What follows belongs to an exercise in optimizing a design on an open flow for small area and a short achievable clock period; a production flow would make more cautious choices. The RTL was checked by simulation tests, not by an equivalence proof against the original design. Power figures rest on the tool's default switching activity, not on a simulated workload.

Setup of run P:
## CPU
module CPU(
    clk,
    rst_n,
    in_valid,
    instruction,
    out_valid,
    instruction_fail,
    out_0,
    out_1,
    out_2,
    out_3,
    out_4,
    out_5
);
For scale: about 2,000 cells after synthesis, roughly 280 flip-flops, roughly 130 I/O pins, roughly 0.018 mm^2 of cells after synthesis.
export LEC_CHECK = 0
export CAP_MARGIN = 20
export CORE_MARGIN = 2
export CORE_UTILIZATION = 45
export SETUP_SLACK_MARGIN = 2.0
export SLEW_MARGIN = 20
create_clock -name core_clock -period 4.5 [get_ports {clk}]
standard.sh (not shown) runs the stock make flow with config.mk's settings and CLKGATE_MAP_FILE= SYNTH_SCRIPT=/design/flow/synth_recipe.tcl, a recipe that flattens the netlist after the stock synthesis.
==> flow/flow/run.sh <==
#!/bin/bash
# The standard layout, with plain buf_2 cells as the port buffers (the default
# port buffer here is the slower and larger clkdlybuf4s50_1).
set -euo pipefail
bash standard.sh BUFFER_PORTS_ARGS="-buffer_cell sky130_fd_sc_hd__buf_2" finish > run_standard.log 2>&1
The inputs of run F differ from those of run P as listed below.
-- flow/design.v --
<<< run P, line 518
end
wire [21:0] sum3;
ks_add #(.W(22), .L(5)) u_fin (.a(x2), .b(y2), .cin(c2), .s(sum3), .cout());
wire [15:0] wb = sum3[21:6];
wire [15:0] wd = v2 ? wb : 16'd0;
>>> run F, line 518
end
wire [21:0] sum3;
ks_add #(.W(22), .L(5), .GA(0)) u_fin (.a(x2), .b(y2), .cin(c2), .s(sum3), .cout());
wire [15:0] wb = sum3[21:6];
wire [15:0] wd = v2 ? wb : 16'd0;
Findings:
Run F | status: complete | timing, DRC, antenna: pass
Final routed wirelength across all metal layers: run F < run P
The share of cell area taken by multi-input logic gates of run F and that of run P are within noise of each other.
On critical path depth, the higher figure sits with run F, not run P.
Higher peak clock frequency supported by timing goes to run P over run F.
Area of the die: run P vs run F, no meaningful difference
Non-clock inverter instance count of the final layout (run P / run F): 0.864
Run F against run P: multiplexer share of the synthesized area decreased by 0.76 points relative to the old numbers, synthesized area barely changed, global-route wire length before repair lost 3.0%.
Part of the total power dissipated in combinational logic: run F vs run P up 2.4 points
Share of the clock period used by the worst path after layout in run F is 0.26 points higher than in run P
The final worst slack reported for run F is smaller than that of run P by 12 ps.
Compared with run P, count of clock buffers in the final design in run F increased by a little under 10%.
On worst-case clock skew, run F and run P are basically level.

--- another note on this design; it stands on its own ---

== old ==
// CPU
module CPU(
    clk,
    rst_n,
    in_valid,
    instruction,
    out_valid,
    instruction_fail,
    out_0,
    out_1,
    out_2,
    out_3,
    out_4,
    out_5
);
==> flow/config.mk <==
export PLATFORM = sky130hd
export DESIGN_NAME = CPU
export DESIGN_NICKNAME = CPU
export VERILOG_FILES = /design/flow/design.v
export SDC_FILE = /design/flow/constraint.sdc
export NUM_CORES = 4
export LEC_CHECK = 0
export CAP_MARGIN = 20
export CORE_MARGIN = 2
export CORE_UTILIZATION = 45
export SETUP_SLACK_MARGIN = 2.2
export SLEW_MARGIN = 20
==> flow/constraint.sdc <==
create_clock -name core_clock -period 4.5 [get_ports {clk}]
set_input_delay 0.9000 -clock core_clock [delete_from_list [all_inputs] [get_ports {clk}]]
set_output_delay 0.9000 -clock core_clock [all_outputs]
set_load 0.01 [all_outputs]
standard.sh (not shown) runs the stock make flow with config.mk's settings and CLKGATE_MAP_FILE= SYNTH_SCRIPT=/design/flow/synth_recipe.tcl, a recipe that flattens the netlist after the stock synthesis.
==> flow/flow/run.sh <==
#!/bin/bash
# The standard layout, with plain buf_2 cells as the port buffers (the default
# port buffer here is the slower and larger clkdlybuf4s50_1).
set -euo pipefail
bash standard.sh BUFFER_PORTS_ARGS="-buffer_cell sky130_fd_sc_hd__buf_2" finish > run_standard.log 2>&1
Setup changes, old to new
- changing SETUP_SLACK_MARGIN from 2.2 to 1.7
Results
Between old and new, combinational cell fraction of total power is higher for old, new comes in under that.
Compared with old, new shows a global-route usage that is 1.8 points lower.
When new is set beside old, its power turns out to be about 6% smaller.
On cell area: between old and new, it ends up higher for old.
Compared with old, new shows a required time of the worst setup path that is 0.02 ns higher.
The met3 track demand over resource number comes out higher for old vs new.
Relative to old, final critical-path share of the clock period has increased by 5.7 points in new.
Comparing the two runs side by side, new comes out behind old on worst setup margin.
old → new: met2 wire length dropped about 11%, hold slack went up 0.0060 ns.

========
Starting RTL as in the previous note.
Settings: LEC_CHECK=0, CAP_MARGIN=0, CORE_MARGIN=2, CORE_UTILIZATION=45, SETUP_SLACK_MARGIN=2.0, SLEW_MARGIN=0; clock period 4.5 ns.
Scripts as last shown in full above: flow/flow/run.sh
Edit:
Settings changed: CAP_MARGIN 0 to 20, PLACE_DENSITY set to 0.8, SLEW_MARGIN 0 to 20.
After rerunning: The changed run completed with no timing, DRC or antenna violations; area after synthesis is unchanged; count of clock-buffer cells in the layout decreases by 3; worst hold slack hardly moves; clock power decreases by about 7%; routed wire length decreases by 4.4%; power decreases by about 3.2%; global-route usage decreases by 2.2 points; final area decreases by 1.1%; sequential share of layout area increases by 0.27 points; setup slack is worse by 0.061 ns; non-clock buffer count decreases by 8.

========
CPU again, from the RTL that the note above started with.
clock: 4.5 ns
lec_check: 0
cap_margin: 20
core_margin: 2
core_utilization: 55
setup_slack_margin: 2.0
slew_margin: 20
Scripts as last shown in full above: flow/flow/run.sh
==> next run, changes <==
Settings changed: CORE_UTILIZATION 55 to 45, PLACE_DENSITY set to 0.7.
What happened:
- global-route usage is lower by 8.4 points
- flip-flop and latch count stays the same
- routed wire length is lower by 5.2%

[re-timing with driven ports]
The flow's constraints put no driver on any port. The routed layouts listed below were extracted and timed again, unchanged, in two steps. Step 1 assumes that a clkbuf_16 drives the clock port and a buf_2 every other input. Step 2 also shifts input and output timing later by t, the mid clock arrival at the registers, as if the neighbouring blocks saw the same clock. Slacks: ideal / step 1 / step 2; pairs: ideal / step 1.
| run | t (ns) | setup WS [ns] | hold slack, ns | worst setup path at the end | latest minus earliest clock arrival (ns) |
|---|---|---|---|---|---|
| run P | 0.645 | 1.947 / 1.947 / 1.516 | 0.328 / 0.301 / 0.328 | input to register | 0.022 / 0.022 |
| run F | 0.602 | 1.935 / 1.935 / 1.682 | 0.319 / 0.319 / 0.319 | input to register | 0.024 / 0.024 |
| old | 0.640 | 1.973 / 1.973 / 1.713 | 0.321 / 0.321 / 0.321 | input to register | 0.040 / 0.040 |
| new | 0.635 | 1.715 / 1.715 / 1.715 | 0.327 / 0.319 / 0.327 | register to register | 0.059 / 0.059 |
| the first run of note 3 | 0.600 | 1.990 / 1.990 / 1.683 | 0.325 / 0.325 / 0.325 | input to register | 0.040 / 0.040 |
| the second run of note 3 | 0.618 | 1.929 / 1.929 / 1.715 | 0.325 / 0.325 / 0.325 | input to register | 0.028 / 0.028 |
| the first run of note 4 | 0.633 | 1.938 / 1.938 / 1.678 | 0.099 / 0.069 / 0.327 | input to register | 0.018 / 0.017 |
| the second run of note 4 | 0.628 | 1.944 / 1.944 / 1.691 | 0.327 / 0.327 / 0.327 | input to register | 0.068 / 0.068 |
After both steps every run listed still meets setup and hold. For run P, which loses most, drivers alone change the setup slack by 0.000 ns; drivers and shift together by -0.431 ns.
